Source: an optimization exercise on an open RTL-to-GDS flow (aim: small area and a short achievable clock period). Production flows keep margins and buffers that such runs may drop. Only simulation tests tie the RTL to the original design; equivalence was not proved. No activity file was given, so power comes from the tool's default toggle rates.

[run.sh]
#!/bin/bash
# synth_recipe.tcl (not shown) runs the flow's synth.tcl, then flattens the netlist and writes it again
# the make line also repeats each setting of config.mk as NAME=value (left out here)
make -C /OpenROAD-flow-scripts/flow DESIGN_CONFIG=/design/flow/config.mk WORK_HOME=/design/flow/orfs CLKGATE_MAP_FILE= SYNTH_SCRIPT=/design/flow/synth_recipe.tcl finish
[config.mk]
export PLATFORM = sky130hd
export DESIGN_NAME = cpu
export DESIGN_NICKNAME = cpu
export VERILOG_FILES = /design/flow/design.v
export SDC_FILE = /design/flow/constraint.sdc
export NUM_CORES = 4
export LEC_CHECK = 0
export ABC_CLOCK_PERIOD_IN_PS = 3500
export CAP_MARGIN = 20
export CORE_MARGIN = 2
export CORE_UTILIZATION = 55
export CTS_CLUSTER_DIAMETER = 100
export CTS_CLUSTER_SIZE = 22
export SETUP_SLACK_MARGIN = 4.0
export SLEW_MARGIN = 20
export TNS_END_PERCENT = 0
[constraint.sdc]
create_clock -name core_clock -period 7.5 [get_ports {i_clk}]
set_input_delay 1.5000 -clock core_clock [delete_from_list [all_inputs] [get_ports {i_clk}]]
set_output_delay 1.5000 -clock core_clock [all_outputs]
set_load 0.01 [all_outputs]
[design.v]
`default_nettype none
module add32(
	input [31:0] i_a,
	input [31:0] i_b,
	output [31:0] o_sum
);
	wire [31:0] g [0:5];
	wire [31:0] p [0:5];
	assign g[0] = i_a & i_b;
	assign p[0] = i_a ^ i_b;
	genvar l, i;
	generate
		for (l = 0; l < 5; l = l + 1) begin : lvl
			for (i = 0; i < 32; i = i + 1) begin : bt
				if (i >= (1 << l)) begin : comb
					assign g[l + 1][i] = g[l][i] | (p[l][i] & g[l][i - (1 << l)]);
					assign p[l + 1][i] = p[l][i] & p[l][i - (1 << l)];
				end else begin : pass
					assign g[l + 1][i] = g[l][i];
					assign p[l + 1][i] = p[l][i];
				end
			end
		end
	endgenerate
	assign o_sum = p[0] ^ {g[5][30:0], 1'b0};
endmodule
module alu(
	input i_clk,
	input i_rst,
	input [1:0] i_input_op,
	input i_data_valid,
	input [31:0] i_data,
	input [1:0] i_output_op,
	input i_result_empty,
	output o_result_valid,
	output [31:0] o_result,
	output [4:0] o_result_flags,
	output [3:0] o_zero,
	output [127:0] o_vals
);
	reg [31:0] plus_s;
	reg [31:1] plus_c;
	reg [31:0] and_m;
	reg [31:0] or_v;
	reg [31:0] xor_v;
	reg [3:0] full;
	wire [31:0] plus_c32 = {plus_c, 1'b0};
	wire [31:0] plus_val;
	add32 plus_add (.i_a(plus_s), .i_b(plus_c32), .o_sum(plus_val));
	wire [31:0] and_val = full[1] ? and_m : 32'b0;
	wire [3:0] wr = {4{i_data_valid}} & (4'b0001 << i_input_op);
	wire [3:0] rd = {4{i_result_empty}} & (4'b0001 << i_output_op);
	wire [31:0] csa_s = plus_s ^ plus_c32 ^ i_data;
	wire [31:0] csa_c = (plus_s & plus_c32) | (plus_s & i_data) | (plus_c32 & i_data);
	always @(posedge i_clk) begin
		if (i_rst) begin
			plus_s <= 32'b0;
			plus_c <= 31'b0;
			and_m <= 32'hFFFFFFFF;
			or_v <= 32'b0;
			xor_v <= 32'b0;
			full <= 4'b0;
		end else begin
			if (wr[0]) begin
				plus_s <= csa_s;
				plus_c <= csa_c[30:0];
			end else if (rd[0]) begin
				plus_s <= 32'b0;
				plus_c <= 31'b0;
			end
			if (wr[1])
				and_m <= and_m & i_data;
			else if (rd[1])
				and_m <= 32'hFFFFFFFF;
			if (wr[2])
				or_v <= or_v | i_data;
			else if (rd[2])
				or_v <= 32'b0;
			if (wr[3])
				xor_v <= xor_v ^ i_data;
			else if (rd[3])
				xor_v <= 32'b0;
			full <= (full | wr) & ~(rd & ~wr);
		end
	end
	reg [31:0] result;
	always @(*) begin
		case (i_output_op)
			2'd0: result = plus_val;
			2'd1: result = and_val;
			2'd2: result = or_v;
			default: result = xor_v;
		endcase
	end
	assign o_result = result;
	assign o_result_valid = full[i_output_op];
	assign o_result_flags = {^result, ~|result, 1'b0, result[31], 1'b0};
	wire [31:0] plus_p = plus_s ^ plus_c32;
	wire [31:0] plus_o = plus_s | plus_c32;
	wire plus_zero = ~|(plus_p ^ {plus_o[30:0], 1'b0});
	assign o_vals = {xor_v, or_v, and_val, plus_val};
	assign o_zero = {~|xor_v, ~|or_v, ~|and_val, plus_zero};
endmodule
`default_nettype none
module cpu(
	input i_clk,
	input i_rst,
	output [31:0] o_pc,
	input [39:0] i_instr,
	output [7:0] o_gpio
);
	reg [31:0] reg_pc;
	reg [2:0] reg_status;  
	reg [31:0] reg_rng;
	reg [3:0] ref_a;
	reg [3:0] ref_b;
	reg [3:0] ref_c;
	wire [5:0] reg_ref = {ref_c[2] | ref_c[3], ref_c[1] | ref_c[3],
		ref_b[2] | ref_b[3], ref_b[1] | ref_b[3],
		ref_a[2] | ref_a[3], ref_a[1] | ref_a[3]};
	wire [63:0] ref_sel;  
	genvar r;
	generate
		for (r = 0; r < 64; r = r + 1) begin : rsel
			assign ref_sel[r] = ref_a[r % 4] & ref_b[(r / 4) % 4] & ref_c[r / 16];
		end
	endgenerate
	reg [7:0] reg_gpio;
	assign o_pc = reg_pc;
	assign o_gpio = reg_gpio;
	wire t = i_instr[39];
	wire [31:0] lit = i_instr[37:6];
	wire [5:0] src = i_instr[11:6];
	wire [5:0] dst = i_instr[5:0];
	wire src_alu = t && src[5:2] == 4'b0001;
	wire src_rng = t && src == 6'd3;
	wire [31:0] source_value;
	wire [63:0] src_oh = {64{t}} & (64'd1 << src);
	reg [31:0] pend_val;
	reg pend_z;
	reg pend_g;         
	reg [4:0] pend_gi;  
	reg pend_d;         
	wire zero;
	always @(posedge i_clk) begin
		pend_val <= source_value;
		pend_z <= zero;
		pend_g <= !i_rst && dst[5];
		pend_gi <= dst[4:0];
		pend_d <= !i_rst && dst == 6'd11;
	end
	wire [31:0] pend_goh = {32{pend_g}} & (32'd1 << pend_gi);
	wire gpr_hit = t && src[5] && pend_g && src[4:0] == pend_gi;
	wire [31:0] gpr_sel = src_oh[63:32] & ~pend_goh;
	wire [31:0] gpr_we = pend_goh;
	wire [63:0] dm_we = {64{pend_d}} & ref_sel;
	wire [32*32-1:0] gpr_q;
	wire [31:0] gpr_z;  
	wire [32*64-1:0] dm_q;
	wire [63:0] dm_z;  
	genvar w;
	generate
		for (w = 0; w < 32; w = w + 1) begin : gpr
			reg [31:0] q;
			reg z;
			always @(posedge i_clk)
				if (gpr_we[w]) begin
					q <= pend_val;
					z <= pend_z;
				end
			assign gpr_q[32*w +: 32] = q;
			assign gpr_z[w] = z;
		end
		for (w = 0; w < 64; w = w + 1) begin : dm
			reg [31:0] q;
			reg z;
			always @(posedge i_clk)
				if (dm_we[w]) begin
					q <= pend_val;
					z <= pend_z;
				end
			assign dm_q[32*w +: 32] = q;
			assign dm_z[w] = z;
		end
	endgenerate
	reg [31:0] gpr_val;
	reg gpr_zero;
	reg [31:0] def_val;
	reg def_zero;
	integer i;
	always @(*) begin
		gpr_val = {32{gpr_hit}} & pend_val;
		gpr_zero = gpr_hit & pend_z;
		for (i = 0; i < 32; i = i + 1) begin
			gpr_val = gpr_val | ({32{gpr_sel[i]}} & gpr_q[32*i +: 32]);
			gpr_zero = gpr_zero | (gpr_sel[i] & gpr_z[i]);
		end
		def_val = 32'b0;
		def_zero = 1'b0;
		for (i = 0; i < 64; i = i + 1) begin
			def_val = def_val | ({32{ref_sel[i]}} & dm_q[32*i +: 32]);
			def_zero = def_zero | (ref_sel[i] & dm_z[i]);
		end
		if (pend_d) begin
			def_val = pend_val;
			def_zero = pend_z;
		end
	end
	wire alu_valid;
	wire [31:0] alu_result;
	wire [4:0] alu_flags;
	wire [3:0] alu_zero;
	wire [127:0] alu_vals;
	alu ALU (
		.i_clk(i_clk),
		.i_rst(i_rst),
		.i_input_op(dst[1:0]),
		.i_data_valid(dst[5:2] == 4'b0001),
		.i_data(source_value),
		.i_output_op(src_alu ? src[1:0] : 2'b00),
		.i_result_empty(src_alu),
		.o_result_valid(alu_valid),
		.o_result(alu_result),
		.o_result_flags(alu_flags),
		.o_zero(alu_zero),
		.o_vals(alu_vals)
	);
	wire [31:0] status_val = {27'b0, reg_status[2:1], 1'b0, reg_status[0], 1'b0};
	wire [31:0] spr_val =
		({32{src_oh[0]}} & reg_pc) |
		({32{src_oh[1]}} & status_val) |
		({32{src_oh[3]}} & reg_rng) |
		({32{src_oh[4]}} & alu_vals[31:0]) |
		({32{src_oh[5]}} & alu_vals[63:32]) |
		({32{src_oh[6]}} & alu_vals[95:64]) |
		({32{src_oh[7]}} & alu_vals[127:96]) |
		({32{src_oh[10]}} & {26'b0, reg_ref}) |
		({32{src_oh[11]}} & def_val) |
		({32{src_oh[13]}} & {24'b0, reg_gpio});
	wire spr_zero =
		(src_oh[0] & ~|reg_pc) |
		(src_oh[1] & ~|reg_status) |
		(src_oh[3] & ~|reg_rng) |
		(src_oh[4] & alu_zero[0]) |
		(src_oh[5] & alu_zero[1]) |
		(src_oh[6] & alu_zero[2]) |
		(src_oh[7] & alu_zero[3]) |
		(src_oh[10] & ref_a[0] & ref_b[0] & ref_c[0]) |
		(src_oh[11] & def_zero) |
		(src_oh[13] & ~|reg_gpio) |
		src_oh[2] | src_oh[8] | src_oh[9] | src_oh[12] | (|src_oh[31:14]);
	assign source_value = gpr_val | spr_val | ({32{!t}} & lit);
	assign zero = gpr_zero | spr_zero | (!t & ~|lit);
	wire [31:0] pc_carry;
	assign pc_carry[0] = 1'b1;
	genvar b;
	generate
		for (b = 1; b < 32; b = b + 1) begin : inc
			assign pc_carry[b] = &reg_pc[b-1:0];
		end
	endgenerate
	wire [31:0] pc1 = reg_pc ^ pc_carry;
	wire [31:1] hi_carry;
	assign hi_carry[1] = 1'b1;
	generate
		for (b = 2; b < 32; b = b + 1) begin : inc2
			assign hi_carry[b] = &reg_pc[b-1:1];
		end
	endgenerate
	wire [31:0] pc2 = {reg_pc[31:1] ^ hi_carry[31:1], reg_pc[0]};
	wire jmp = dst == 6'd0;
	wire [31:0] next_pc_z = jmp ? source_value : dst == 6'd8 ? pc2 : pc1;
	wire [31:0] next_pc_nz = jmp ? source_value : dst == 6'd9 ? pc2 : pc1;
	wire [31:0] next_pc = zero ? next_pc_z : next_pc_nz;
	wire rng_bit = ^(reg_rng & 32'h800007D8);
	always @(posedge i_clk) begin
		if (i_rst) begin
			reg_pc <= 32'b0;
			reg_status <= 3'b0;
			reg_rng <= 32'b0;
			ref_a <= 4'd1;
			ref_b <= 4'd1;
			ref_c <= 4'd1;
			reg_gpio <= 8'b0;
		end else begin
			reg_pc <= next_pc;
			if (alu_valid)
				reg_status <= {alu_flags[4:3], alu_flags[1]};
			if (src_rng)
				reg_rng <= {rng_bit, reg_rng[31:1]};
			else if (dst == 6'd3)
				reg_rng <= source_value;
			if (dst == 6'd10) begin
				ref_a <= 4'd1 << source_value[1:0];
				ref_b <= 4'd1 << source_value[3:2];
				ref_c <= 4'd1 << source_value[5:4];
			end
			if (dst == 6'd13)
				reg_gpio <= source_value[7:0];
		end
	end
endmodule
==> flow_metrics.env, run 1 <==
export IMPL_start_kind="register"
export IMPL_syn_nets=8232
export IMPL_path_clk_slew_ps=90
export IMPL_synthSimpleGateAreaFrac_pct=5.91
export IMPL_grt_max_degree=97
export IMPL_synth_seq_cells=3458
export IMPL_outcome="no timing/DRC/antenna violations"
export IMPL_drive_above_1_share_pct=17.5
export IMPL_grt_util_all_layers_pct=46.3
export IMPL_drcViolationCount=0
export IMPL_critical_path_class="reg -> reg"
export IMPL_drt_total_wl_mm=572
export IMPL_endpoint_kind="register"
export IMPL_async_flop_share_pct=0
export IMPL_synth_compound_area_share_pct=13.1
export IMPL_synth_area_mux_share_pct=0.144
export IMPL_hold_viol_final=0
export IMPL_p_clk_share_pct=31.5
export IMPL_dp_cells=11300
export IMPL_antenna_left=0
export IMPL_ys_flop_type="edfxtp_1"
export IMPL_cp_top_family="simple AND/OR/NAND/NOR gates"
export IMPL_p_int_w=0.0261
export IMPL_dieHeight_um=493
export IMPL_ys_seq_area_share_pct=76.8
export IMPL_io_pins=82
export IMPL_hold_class="reg -> reg"
export IMPL_yosys_area_share_xor_xnor_pct=0.753
export IMPL_core_area_um2=238000
export IMPL_dp_hpwl_mm=336
export IMPL_max_vdd_ir_drop_v=0.000199
export IMPL_synthAdderAreaFrac_pct=1.33
export IMPL_synth_area_top_cells="edfxtp_1 (72%), a22oi_1 (4.8%), dfxtp_1 (4.4%)"
export IMPL_period_minus_slack_ps=4450
export IMPL_synth_most_common_cell="edfxtp_1"
export IMPL_netlist_area_um2=131000
export IMPL_fmax_ghz=0.225
export IMPL_start_util_pct=55.3
export IMPL_grt_setup_unrepaired="true"
export IMPL_io_buffers=80
export IMPL_syn_to_final_growth_pct=14.0
export IMPL_vias=91300
export IMPL_yosys_warnings=3
export IMPL_maxCapViolations=0
export IMPL_skew_ps=48.0
export IMPL_timing_critical_path_buf_inv=4
export IMPL_slew_violations=0
export IMPL_ctsHoldBuffers=0
export IMPL_slowest_delay_ps=700
export IMPL_cts_sinks=3458
export IMPL_p_per_area_nw_per_um2=224
export IMPL_stdcell_count=11800
export IMPL_cp_slowest_cell="and3_4"
export IMPL_p_total_w=0.0336
export IMPL_wl_per_cell_um=48.4
export IMPL_grt_pass1_wl_mm=748
export IMPL_slew_headroom_pct=14.9
export IMPL_drtIter0Drc=18500
export IMPL_cts_tree="done"
export IMPL_syn_inst=8069
export IMPL_num_rows=179
export IMPL_antenna_found_initial=44
export IMPL_worst_pin_slew_ps=1280
export IMPL_clock_path_buffers=3
export IMPL_fp_dieArea_um2=243000
export IMPL_gp_congestion=0.982
export IMPL_min_period_over_period_pct=59.3
export IMPL_arrival_ps=5190
export IMPL_first_pass_iters=9
export IMPL_grt_pass1_vias=81800
export IMPL_netSwitchingPower_w=0.00746
export IMPL_fin_tns_setup_ps=0
export IMPL_worstPathCellList="buf_4 -> and3_4 -> buf_12 -> a22o_1 -> a221oi_2 -> nand4_1 -> nor3_1 -> a221oi_2 -> nor4_2 -> buf_4 -> o21ai_1 -> inv_1 -> fa_1 -> nor2_1 -> a21oi_1 -> nor2_1"
export IMPL_synth_top_area_share_pct=72.4
export IMPL_yosysUniqueCellTypes=91
export IMPL_required_ps=8240
export IMPL_p_sw_share_pct=22.2
export IMPL_setup_violations=0
export IMPL_synth_top_family_by_area="compound AO/OA/AOI/OAI gates"
export IMPL_synth_common_cells="edfxtp_1 (3168), a22oi_1 (839), clkbuf_1 (455)"
export IMPL_pwr_share_seq_pct=64.4
export IMPL_synth_top_area_cell="edfxtp_1"
export IMPL_p_leak_nw=47.9
export IMPL_combPwrFrac_pct=4.1
export IMPL_clk_latency_ps=900
export IMPL_synth_edf_count=3168
export IMPL_fp_dieW_um=493
export IMPL_cp_max_fo=23
export IMPL_cts_root_buffer="clkbuf_16"
export IMPL_synth_avg_cell_area_um2=16.3
export IMPL_routed_via_density=7.72
export IMPL_cts_buffers=178
export IMPL_overflow=0
export IMPL_fin_nets=8744
export IMPL_final_util_pct=63.1
export IMPL_hold_ws_ps=472
export IMPL_cts_htree_levels=4
[layout make-up]
cell class	instances	area, um^2
Inverter	128	490
Fill cell	17000	87800
Clock buffer	202	4610
Timing Repair Buffer	878	8640
Clock inverter	21	332
Tap cell	3167	3960
Multi-Input combinational cell	3937	30600
Antenna cell	31	77.6
Sequential cell	3458	101000
[per-stage QoR]
step,cell area [um^2],worst slack (ps)
2_1_floorplan,132000,3010
3_3_place_gp,139000,743
3_5_place_dp,139000,931
4_1_cts,149000,3300
5_1_grt,150000,3120
6_report,150000,3050
[registers in the layout (all words and copies together) (netlist names), 31 cells and up]
signal / flops
gpr.q: 1024
ALU.plus_c: 31
dm.q: 2048
gpr.z: 32
reg_rng: 32
ALU.or_v: 32
ALU.and_m: 32
dm.z: 64
ALU.xor_v: 32
pend_val: 32
ALU.plus_s: 32
reg_pc: 32
[metal layers]
layer  global-route usage [%]  vias up  wire [um]  part of all wire, %
met3                     13.8     2129      89500                   16
li1                         -    34000          -                    -
met5                        0        -        120                0.021
met1                     59.3    45800     183000                   32
met4                     32.9       18      53200                  9.3
met2                     67.9     9331     246000                   43
[tightest hold or removal path: cells and delay by family, from the launching register on]
kind | cells | cell delay (ps)
compound gates | 1 | 50
simple gates | 1 | 60
flops | 1 | 320
[repair_timing]
action                                  4_1_cts  5_1_grt
endpoints found under the setup margin     1640      365
gates resized for setup                     521       51
gates cloned                                 25        0
pin swaps                                   164       42
buffers inserted                            230       26
[cells by family (layout without fill, tap and decap cells)]
family / count (synthesis) / count (layout)
multiplexers: 18 / 18
buffers and inverters: 676 / 1229
AO/OA/AOI/OAI: 2221 / 2221
other: 0 / 31
flip-flops: 3458 / 3458
AND/OR/NAND/NOR: 1462 / 1464
XOR/XNOR: 113 / 113
adder cells (fa/ha/maj): 121 / 121
[placed cells by master, fill, tap and decap left out, types with 42 or more instances in the layout]
master,n
nor3_1,42
xnor2_1,46
and3_4,62
a22o_1,340
a221oi_1,307
ha_1,84
a21oi_1,226
o21ai_0,73
clkdlybuf4s50_1,72
a222oi_1,115
inv_1,116
nand2_1,177
nor4_1,67
o22ai_1,43
buf_4,620
nor2_1,312
nand4_1,263
clkbuf_16,182
xor2_1,59
buf_6,73
a22oi_1,832
dfxtp_1,240
and2_2,58
edfxtp_1,3168
buf_12,77
nand3_1,142
[path summary, 6_finish.rpt]
check,cells after the start,end,from,slack [ps]
worst min-delay path,2,ALU.full[0]$_SDFF_PP0_,ALU.full[0]$_SDFF_PP0_,470
worst min register to register,2,ALU.full[0]$_SDFF_PP0_,ALU.full[0]$_SDFF_PP0_,470
worst max register to register,16,ALU.plus_s[8]$_SDFFE_PP0P_,ref_c[3]$_SDFFE_PP0N_,3050
worst max-delay path,16,ALU.plus_s[8]$_SDFFE_PP0P_,ref_c[3]$_SDFFE_PP0N_,3050
[power groups by stage]
stage	logic (W)	registers [W]	clock network, W
final	0.00139	0.0216	0.0106
after global routing	0.00141	0.0216	0.0111
after CTS	0.00132	0.0216	0.0105
after detailed placement	0.00120	0.0220	0
after global placement	0.00117	0.0220	0
after floorplan	0.000291	0.0222	0
==> inputs of run 2 (changes only) <==
--- a/design.v
+++ b/design.v
@@ -33,41 +33,36 @@
 	input [1:0] i_output_op,
 	input i_result_empty,
 	output o_result_valid,
-	output [31:0] o_result,
 	output [4:0] o_result_flags,
 	output [3:0] o_zero,
 	output [127:0] o_vals
 );
-	reg [31:0] plus_s;
-	reg [31:1] plus_c;
+	reg [31:0] plus_r;
 	reg [31:0] and_m;
 	reg [31:0] or_v;
 	reg [31:0] xor_v;
 	reg [3:0] full;
-	wire [31:0] plus_c32 = {plus_c, 1'b0};
+	reg [31:0] plus_w;  
+	wire [31:0] pend = plus_w;
 	wire [31:0] plus_val;
-	add32 plus_add (.i_a(plus_s), .i_b(plus_c32), .o_sum(plus_val));
+	add32 plus_add (.i_a(plus_r), .i_b(pend), .o_sum(plus_val));
 	wire [31:0] and_val = full[1] ? and_m : 32'b0;
 	wire [3:0] wr = {4{i_data_valid}} & (4'b0001 << i_input_op);
 	wire [3:0] rd = {4{i_result_empty}} & (4'b0001 << i_output_op);
-	wire [31:0] csa_s = plus_s ^ plus_c32 ^ i_data;
-	wire [31:0] csa_c = (plus_s & plus_c32) | (plus_s & i_data) | (plus_c32 & i_data);
 	always @(posedge i_clk) begin
 		if (i_rst) begin
-			plus_s <= 32'b0;
-			plus_c <= 31'b0;
+			plus_r <= 32'b0;
 			and_m <= 32'hFFFFFFFF;
 			or_v <= 32'b0;
 			xor_v <= 32'b0;
 			full <= 4'b0;
+			plus_w <= 32'b0;
 		end else begin
-			if (wr[0]) begin
-				plus_s <= csa_s;
-				plus_c <= csa_c[30:0];
-			end else if (rd[0]) begin
-				plus_s <= 32'b0;
-				plus_c <= 31'b0;
-			end
+			plus_w <= {32{wr[0]}} & i_data;
+			if (rd[0] && !wr[0])
+				plus_r <= 32'b0;
+			else
+				plus_r <= plus_val;
 			if (wr[1])
 				and_m <= and_m & i_data;
 			else if (rd[1])
@@ -83,23 +78,29 @@
 			full <= (full | wr) & ~(rd & ~wr);
 		end
 	end
-	reg [31:0] result;
+	wire [31:0] plus_x = plus_r ^ pend;
+	wire [31:0] plus_o = plus_r | pend;
+	wire plus_zero = ~|(plus_x ^ {plus_o[30:0], 1'b0});
+	wire and_zero = ~|and_val;
+	wire or_zero = ~|or_v;
+	wire xor_zero = ~|xor_v;
+	wire [2:0] plus_flags = {^plus_val, plus_zero, plus_val[31]};
+	wire [2:0] and_flags = {^and_val, and_zero, and_val[31]};
+	wire [2:0] or_flags = {^or_v, or_zero, or_v[31]};
+	wire [2:0] xor_flags = {^xor_v, xor_zero, xor_v[31]};
+	reg [2:0] flags;
 	always @(*) begin
 		case (i_output_op)
-			2'd0: result = plus_val;
-			2'd1: result = and_val;
-			2'd2: result = or_v;
-			default: result = xor_v;
+			2'd0: flags = plus_flags;
+			2'd1: flags = and_flags;
+			2'd2: flags = or_flags;
+			default: flags = xor_flags;
 		endcase
 	end
-	assign o_result = result;
 	assign o_result_valid = full[i_output_op];
-	assign o_result_flags = {^result, ~|result, 1'b0, result[31], 1'b0};
-	wire [31:0] plus_p = plus_s ^ plus_c32;
-	wire [31:0] plus_o = plus_s | plus_c32;
-	wire plus_zero = ~|(plus_p ^ {plus_o[30:0], 1'b0});
+	assign o_result_flags = {flags[2:1], 1'b0, flags[0], 1'b0};
 	assign o_vals = {xor_v, or_v, and_val, plus_val};
-	assign o_zero = {~|xor_v, ~|or_v, ~|and_val, plus_zero};
+	assign o_zero = {xor_zero, or_zero, and_zero, plus_zero};
 endmodule
 `default_nettype none
 module cpu(
@@ -207,7 +208,6 @@
 		end
 	end
 	wire alu_valid;
-	wire [31:0] alu_result;
 	wire [4:0] alu_flags;
 	wire [3:0] alu_zero;
 	wire [127:0] alu_vals;
@@ -220,7 +220,6 @@
 		.i_output_op(src_alu ? src[1:0] : 2'b00),
 		.i_result_empty(src_alu),
 		.o_result_valid(alu_valid),
-		.o_result(alu_result),
 		.o_result_flags(alu_flags),
 		.o_zero(alu_zero),
 		.o_vals(alu_vals)
==> run 2 against run 1 <==
Net effect:
- via count is 4.3% lower
- clock power is essentially flat
- wire length down 3.8%
- core utilization decreased by 1.8 points
- total power down 0.52%
- register-to-register slack got worse by 290 ps
- design area shrank 3.9%
- highest routed layer unchanged
- global-route usage shrank 1.4 points
- hold slack improved by 14 ps
- non-clock buffer count is 321 lower
- critical endpoint is now ALU.or_v[13]$_SDFFE_PP0P_
- largest cell class unchanged
- sequential share of layout area rose by 2.7 points
- area after synthesis decreased by 0.94%
==> flow_metrics.env, run 2 <==
export IMPL_outcome="no timing/DRC/antenna violations"
export IMPL_start_util_pct=55.4
export IMPL_grtUsageMet1_pct=57.0
export IMPL_endpoint_kind="register"
export IMPL_fmax_ghz=0.211
export IMPL_first_pass_iters=8
export IMPL_syn_to_final_growth_pct=10.6
export IMPL_regMostFlops="dm.q"
export IMPL_maxCapViolations=0
export IMPL_grt_util_all_layers_pct=45.0
export IMPL_top_usage_layer="met2"
export IMPL_drtIter0Drc=18000
export IMPL_use_met2_pct=66.3
export IMPL_cts_tree="done"
export IMPL_path_clk_slew_ps=90
export IMPL_antenna_found_initial=41
export IMPL_drcViolationCount=0
export IMPL_cp_max_fo=22
export IMPL_gp_congestion=0.946
export IMPL_fp_dieArea_um2=241000
export IMPL_skew_ps=60.9
export IMPL_async_flop_share_pct=0
export IMPL_min_period_over_period_pct=63.1
export IMPL_slew_headroom_pct=16.7
export IMPL_required_ps=8240
export IMPL_worst_pin_slew_ps=1250
export IMPL_cts_sinks=3459
export IMPL_fp_dieW_um=491
export IMPL_num_fill_cells=17300
export IMPL_setup_violations=0
export IMPL_ctsHoldBuffers=0
export IMPL_syn_inst=7896
export IMPL_io_buffers=80
export IMPL_synth_common_cells="edfxtp_1 (3168), a22oi_1 (849), clkbuf_1 (475)"
export IMPL_dieHeight_um=491
export IMPL_grt_pass1_wl_mm=721
export IMPL_clk_latency_ps=910
export IMPL_synth_top_area_cell="edfxtp_1"
export IMPL_drive_above_1_share_pct=13.0
export IMPL_synth_most_common_cell="edfxtp_1"
export IMPL_ys_flop_type="edfxtp_1"
export IMPL_drt_total_wl_mm=550
export IMPL_max_vdd_ir_drop_v=0.000227
export IMPL_place_ws_ps=802
export IMPL_p_per_area_nw_per_um2=232
export IMPL_core_area_um2=235000
export IMPL_slew_violations=0
export IMPL_fin_ws_ps=2770
export IMPL_arrival_ps=5470
export IMPL_yosys_warnings=3
export IMPL_overflow=0
export IMPL_wl_per_cell_um=48.5
export IMPL_hold_class="reg -> reg"
export IMPL_dp_hpwl_mm=316
export IMPL_grt_setup_unrepaired="true"
export IMPL_ys_seq_area_share_pct=77.6
export IMPL_p_leak_nw=45.2
export IMPL_routed_via_density=7.70
export IMPL_vias=87400
export IMPL_fin_nets=8272
export IMPL_start_kind="register"
export IMPL_synth_area_top_cells="edfxtp_1 (73%), a22oi_1 (4.9%), dfxtp_1 (4.5%)"
export IMPL_yosysUniqueCellTypes=76
export IMPL_synth_seq_cells=3459
export IMPL_fin_tns_setup_ps=0
export IMPL_top_regs="dm.q (2048), gpr.q (1024), dm.z (64)"
export IMPL_cts_root_buffer="clkbuf_16"
export IMPL_io_pins=82
export IMPL_critical_path_class="reg -> reg"
export IMPL_cts_htree_levels=4
export IMPL_netlist_area_um2=130000
export IMPL_syn_nets=8062
export IMPL_cts_buffers=175
export IMPL_largest_reg_flops=2048
export IMPL_period_minus_slack_ps=4730
export IMPL_use_met3_pct=12.7
export IMPL_final_cell_mix="edfxtp_1 (3168), a22oi_1 (848), buf_4 (425)"
export IMPL_synth_top_area_share_pct=73.1
export IMPL_clock_path_buffers=3
export IMPL_mostFrequentLayoutCell="edfxtp_1"
export IMPL_synth_avg_cell_area_um2=16.5
export IMPL_hold_ws_ps=486
export IMPL_grt_pass1_vias=78600
export IMPL_num_rows=178
export IMPL_grt_max_degree=99
export IMPL_synth_edf_count=3168
export IMPL_hold_viol_final=0
export IMPL_antenna_left=0
-- run 2: cell types whose count changed after synthesis, sizes merged, moves of 19 or more --
cell and delta:
a21oi -74, nor2b +21, nand2b -33, nand3 +21, fa -30, xnor2 +94
inv +39, or3 -31, xor2 -30, clkbuf +19, ha +33, a221oi +24
nor2 -53, buf -42
-- run 2: critical path, stage by stage (launching register included) --
cell and delay (ps):
dfxtp_1 310, buf_4 220, and3_2 450, buf_4 410, buf_4 290, a22oi_1 260, nand4_1 120, nor4_1 540
nand4_1 580, o221ai_2 520, o211a_4 320, clkinvlp_4 250, a22oi_1 220, nor2_1 60
-- run 2: timing repair --
| item | CTS | global route |
|---|---|---|
| buffers inserted | 44 | 0 |
| setup endpoints to repair | 993 | 636 |
| pin swaps | 54 | 15 |
| gates cloned | 3 | 0 |
| hold endpoints to repair | 0 | 0 |
| resized for setup | 213 | 23 |
-- run 2: final timing paths --
path                               start                         to  slack, ps  cells past startpoint
setup / recovery   ref_c[0]$_SDFFE_PP1N_  ALU.or_v[13]$_SDFFE_PP0P_       2770                     13
setup reg to reg   ref_c[0]$_SDFFE_PP1N_  ALU.or_v[13]$_SDFFE_PP0P_       2770                     13
hold reg to reg   ALU.full[0]$_SDFF_PP0_     ALU.full[0]$_SDFF_PP0_        490                      2
hold / removal    ALU.full[0]$_SDFF_PP0_     ALU.full[0]$_SDFF_PP0_        490                      2
-- run 2: logic make-up (layout without fill, tap and decap cells) --
family,count (synthesis),count (layout),share of synthesized area [%]
other cells,0,26,0
buf+inv,693,960,2.01
xor+xnor,184,184,1.31
fa+ha+maj,124,124,1.20
simple gates,1347,1348,5.36
flops,3459,3459,77.6
mux,9,9,0.0702
compound gates,2080,2080,12.5
-- run 2: layout make-up --
cell class,count,area [um^2],area share [%]
antenna,26,65.1,0.0452
clock buffer,220,4630,3.22
clock inverter,15,293,0.203
inverter,168,642,0.446
multi-input combinational,3745,28400,19.7
sequential,3459,101000,70.2
tap,3150,3940,2.74
timing repair buffer,557,4970,3.45
-- run 2: through the flow --
step | cell area [um^2] | power [W] | utilization (%) | instances
finish | 144000 | 0.0334 | 61.2 | 11300
global route | 144000 | 0.0340 | 61.2 | 11300
CTS | 144000 | 0.0333 | 61.1 | 11300
detailed placement | 138000 | 0.0232 | 58.5 | 11000
global placement | 137000 | 0.0232 | 58.5 | 11000
floorplan | 130000 | 0.0224 | - | 7896
-- run 2: layer usage --
layer	vias to the layer above	routed length [um]
li1	32600	-
met1	44200	178000
met2	8403	238000
met3	2137	81000
met4	34	52800
met5	-	343
-- run 2: where the power goes --
group | total (W) | internal [W] | switching (W)
clock network | 0.0105 | 0.00443 | 0.00608
registers | 0.0216 | 0.0214 | 0.000202
logic | 0.00131 | 0.000258 | 0.00105
total | 0.0334 | 0.0261 | 0.00734
==> inputs of run 3 (changes only) <==
--- a/design.v
+++ b/design.v
@@ -113,19 +113,8 @@
 	reg [31:0] reg_pc;
 	reg [2:0] reg_status;  
 	reg [31:0] reg_rng;
-	reg [3:0] ref_a;
-	reg [3:0] ref_b;
-	reg [3:0] ref_c;
-	wire [5:0] reg_ref = {ref_c[2] | ref_c[3], ref_c[1] | ref_c[3],
-		ref_b[2] | ref_b[3], ref_b[1] | ref_b[3],
-		ref_a[2] | ref_a[3], ref_a[1] | ref_a[3]};
-	wire [63:0] ref_sel;  
-	genvar r;
-	generate
-		for (r = 0; r < 64; r = r + 1) begin : rsel
-			assign ref_sel[r] = ref_a[r % 4] & ref_b[(r / 4) % 4] & ref_c[r / 16];
-		end
-	endgenerate
+	reg [5:0] reg_ref;
+	reg [63:0] ref_sel;  
 	reg [7:0] reg_gpio;
 	assign o_pc = reg_pc;
 	assign o_gpio = reg_gpio;
@@ -244,7 +233,7 @@
 		(src_oh[5] & alu_zero[1]) |
 		(src_oh[6] & alu_zero[2]) |
 		(src_oh[7] & alu_zero[3]) |
-		(src_oh[10] & ref_a[0] & ref_b[0] & ref_c[0]) |
+		(src_oh[10] & ~|reg_ref) |
 		(src_oh[11] & def_zero) |
 		(src_oh[13] & ~|reg_gpio) |
 		src_oh[2] | src_oh[8] | src_oh[9] | src_oh[12] | (|src_oh[31:14]);
@@ -277,9 +266,8 @@
 			reg_pc <= 32'b0;
 			reg_status <= 3'b0;
 			reg_rng <= 32'b0;
-			ref_a <= 4'd1;
-			ref_b <= 4'd1;
-			ref_c <= 4'd1;
+			reg_ref <= 6'b0;
+			ref_sel <= 64'd1;
 			reg_gpio <= 8'b0;
 		end else begin
 			reg_pc <= next_pc;
@@ -290,9 +278,8 @@
 			else if (dst == 6'd3)
 				reg_rng <= source_value;
 			if (dst == 6'd10) begin
-				ref_a <= 4'd1 << source_value[1:0];
-				ref_b <= 4'd1 << source_value[3:2];
-				ref_c <= 4'd1 << source_value[5:4];
+				reg_ref <= source_value[5:0];
+				ref_sel <= 64'd1 << source_value[5:0];
 			end
 			if (dst == 6'd13)
 				reg_gpio <= source_value[7:0];
==> run 3 against run 2 <==
Net effect:
- area after synthesis rose by 1.4%
- clock skew is 12 ps lower
- via count is 3.8% higher
==> flow_metrics.env, run 3 <==
export IMPL_fin_nets=8449
export IMPL_grt_util_all_layers_pct=46.3
export IMPL_cts_tree="done"
export IMPL_antenna_found_initial=50
export IMPL_regMostFlops="dm.q"
export IMPL_min_period_over_period_pct=60.4
export IMPL_num_fill_cells=17900
export IMPL_async_flop_share_pct=0
export IMPL_cp_max_fo=12
export IMPL_maxCapViolations=0
export IMPL_cp_startpoint="ref_sel[34]$_SDFFE_PP0N_"
export IMPL_critical_path_class="reg -> reg"
export IMPL_clk_latency_ps=920
export IMPL_antenna_left=0
export IMPL_slew_violations=0
export IMPL_stdcell_count=11600
export IMPL_routed_via_density=7.85
export IMPL_period_minus_slack_ps=4530
export IMPL_use_met3_pct=17.2
export IMPL_multiInputGateArea_um2=28600
export IMPL_endpoint_kind="register"
export IMPL_largest_reg_flops=2048
export IMPL_drtIter0Drc=20700
export IMPL_cp_slowest_cell="dfxtp_2"
export IMPL_synth_seq_cells=3517
export IMPL_clock_path_buffers=3
export IMPL_first_pass_iters=7
export IMPL_dp_cells=11200
export IMPL_netSwitchingPower_w=0.00754
export IMPL_worstReg2RegEnd="ALU.and_m[7]$_SDFFE_PP1P_"
export IMPL_start_util_pct=55.4
export IMPL_setup_violations=0
export IMPL_ys_flop_type="edfxtp_1"
export IMPL_reg2reg_depth=12
export IMPL_worstPathCellList="buf_4 -> a22oi_1 -> nand3_1 -> nor4_2 -> nand4_1 -> o221ai_2 -> nand4_1 -> nor4_1 -> o21ai_1 -> buf_4 -> o22ai_1 -> nand2b_1"
export IMPL_overflow=0
export IMPL_num_rows=179
export IMPL_gp_congestion=0.984
export IMPL_fp_dieArea_um2=244000
export IMPL_fin_tns_setup_ps=0
export IMPL_pwr_share_seq_pct=64.4
export IMPL_drcViolationCount=0
export IMPL_arrival_ps=5330
export IMPL_worst_pin_slew_ps=1300
export IMPL_io_buffers=80
export IMPL_synth_top_area_share_pct=72.1
export IMPL_yosysUniqueCellTypes=79
export IMPL_cp_top_family="simple AND/OR/NAND/NOR gates"
export IMPL_cts_sinks=3517
export IMPL_skew_ps=49.3
export IMPL_dp_hpwl_mm=327
export IMPL_cts_root_buffer="clkbuf_16"
export IMPL_timing_critical_path_buf_inv=2
export IMPL_fp_dieW_um=494
export IMPL_outcome="no timing/DRC/antenna violations"
export IMPL_synth_area_top_cells="edfxtp_1 (72%), dfxtp_1 (5.3%), a22oi_1 (5.3%)"
export IMPL_hold_class="reg -> reg"
export IMPL_combPwrFrac_pct=3.6
export IMPL_slowest_delay_ps=610
export IMPL_p_leak_nw=45.9
export IMPL_cp_depth=12
export IMPL_dieHeight_um=494
export IMPL_reg2reg_from="ref_sel[34]$_SDFFE_PP0N_"
export IMPL_slew_headroom_pct=13.3
export IMPL_ctsHoldBuffers=0
export IMPL_synth_top_area_cell="edfxtp_1"
export IMPL_synth_avg_cell_area_um2=16.4
export IMPL_p_sw_share_pct=22.1
export IMPL_p_per_area_nw_per_um2=233
export IMPL_syn_inst=8058
export IMPL_p_int_w=0.0265
export IMPL_mostFrequentLayoutCell="edfxtp_1"
export IMPL_drt_total_wl_mm=572
export IMPL_seq_area_um2=102000
export IMPL_top_usage_layer="met1"
export IMPL_cts_buffers=179
export IMPL_final_cell_mix="edfxtp_1 (3168), a22oi_1 (927), buf_4 (430)"
export IMPL_drive_above_1_share_pct=13.2
export IMPL_hold_viol_final=0
export IMPL_max_vdd_ir_drop_v=0.000216
export IMPL_grtUsageMet1_pct=66.0
export IMPL_p_clk_share_pct=31.9
export IMPL_cts_htree_levels=4
export IMPL_path_clk_slew_ps=100
export IMPL_holdPathStages=2
export IMPL_synth_edf_count=3168
export IMPL_grt_pass1_vias=80600
export IMPL_grt_pass1_wl_mm=746
export IMPL_start_kind="register"
export IMPL_fmax_ghz=0.221
export IMPL_syn_nets=8224
export IMPL_ys_seq_area_share_pct=77.4
export IMPL_yosys_warnings=3
export IMPL_io_pins=82
export IMPL_grt_max_degree=99
export IMPL_synth_common_cells="edfxtp_1 (3168), a22oi_1 (927), clkbuf_1 (441)"
export IMPL_wl_per_cell_um=49.5
export IMPL_synth_most_common_cell="edfxtp_1"
export IMPL_top_regs="dm.q (2048), gpr.q (1024)"
export IMPL_syn_to_final_growth_pct=10.6
export IMPL_setup_worst_path_end="ALU.and_m[7]$_SDFFE_PP1P_"
export IMPL_use_met2_pct=63.1
export IMPL_vias=90700
export IMPL_grt_setup_unrepaired="true"
export IMPL_core_area_um2=238000
export IMPL_required_ps=8300
export IMPL_netlist_area_um2=132000
export IMPL_r2r_setup_slack_ps=2970
-- run 3: cell count changes in the layout (fill, tap and decap cells not counted), moves of 17 or more --
cell / before / now
a22oi_1: 848 / 927
dfxtp_2: 11 / 70
nor2_1: 266 / 324
and3_2: 45 / 0
nand3_1: 172 / 135
nand2b_1: 7 / 41
clkbuf_1: 41 / 69
nand2_1: 187 / 208
a21oi_1: 161 / 142
buf_12: 30 / 48
clkdlybuf4s50_1: 71 / 53
o2111ai_1: 2 / 19
-- run 3: power groups by stage --
stage                     clock network [W]  logic [W]  registers (W)
final                                0.0109    0.00123         0.0219
after floorplan                           0   0.000306         0.0225
after detailed placement                  0    0.00111         0.0224
after global routing                 0.0114    0.00125         0.0220
after global placement                    0    0.00108         0.0224
after CTS                            0.0108    0.00116         0.0219
-- run 3: layout make-up --
| type | count | area share, % |
|---|---|---|
| diodes | 16 | 0.0274 |
| clock inverters | 18 | 0.191 |
| repair buffers | 576 | 3.57 |
| multi-input cells | 3835 | 19.6 |
| flip-flops and latches | 3517 | 70.1 |
| clock buffers | 252 | 3.32 |
| well taps | 3167 | 2.72 |
| inverters | 174 | 0.449 |
-- run 3: metrics by stage --
step                      total power [W]  instance area [um^2]  worst slack (ps)  utilization (%)  hold slack, ps
final                              0.0341                146000              2970             61.2             461
after global routing               0.0346                146000              2960             61.2             475
after CTS                          0.0339                146000              3230             61.1             455
after detailed placement           0.0235                139000               944             58.4             439
after global placement             0.0235                139000               867             58.4             436
after floorplan                    0.0228                132000              2720                -             422
-- run 3: per-layer routing --
metal | up-vias | routed length (um)
met5 | - | 236
met4 | 20 | 36000
met1 | 46400 | 200000
li1 | 33100 | -
met2 | 9379 | 231000
met3 | 1744 | 105000
-- run 3: how the worst min path moves through the flow --
stage	slack, ps	from	endpoint
2_1_floorplan	420	ALU.full[0]$_SDFF_PP0_	ALU.full[0]$_SDFF_PP0_
3_3_place_gp	440	pend_val[5]$_DFF_P_	gpr[28].q[5]$_DFFE_PP_
6_report	460	ALU.full[0]$_SDFF_PP0_	ALU.full[0]$_SDFF_PP0_
3_5_place_dp	440	ALU.full[0]$_SDFF_PP0_	ALU.full[0]$_SDFF_PP0_
4_1_cts	450	ALU.full[0]$_SDFF_PP0_	ALU.full[0]$_SDFF_PP0_
5_1_grt	470	pend_val[5]$_DFF_P_	gpr[12].q[5]$_DFFE_PP_
-- run 3: logic make-up after synthesis --
kind of cell | synth area share, %
fa+ha+maj | 1.18
mux | 0.0844
flops | 77.4
xor+xnor | 1.31
compound gates | 12.5
buf+inv | 2.03
simple gates | 5.45
-- run 3: tightest hold or removal path, stage by stage, from the launching register on --
cell and delay [ps]:
dfxtp_1 330, nand2_1 50, nand2_1 50
-- run 3: timing repair --
item | 4_1_cts | 5_1_grt
hold endpoints to repair | 0 | 0
pin swaps | 69 | 19
gates resized for setup | 268 | 15
setup buffers | 65 | 12
cloned | 4 | 0
endpoints found under the setup margin | 370 | 341

[re-timing with driven ports]
The flow's constraints put no driver on any port. The routed layouts listed below were extracted and timed again, unchanged, in two steps. Step 1: set_driving_cell puts a clkbuf_16 on i_clk and a buf_2 on each other input, an assumption about the parent block. Step 2 adds t to the input delays and takes it off the output delays; t is the mean of the earliest and latest rising clock arrival at the registers after step 1. Input paths then give back, and output paths get back, about the clock's delay inside the block. a / b / c = ideal / step 1 / step 2; a / b = the first two.
run | t, ns | setup WS [ns] | worst setup path after step 2
run 1 | 0.974 | 3.055 / 3.055 / 2.161 | input to register
run 2 | 0.972 | 2.767 / 2.767 / 1.880 | input to register
run 3 | 1.010 | 2.970 / 2.970 / 2.071 | input to register
After both steps setup and hold are still met in every run listed. For run 3, which loses most, drivers alone change the setup slack by 0.000 ns; drivers and shift together by -0.899 ns.
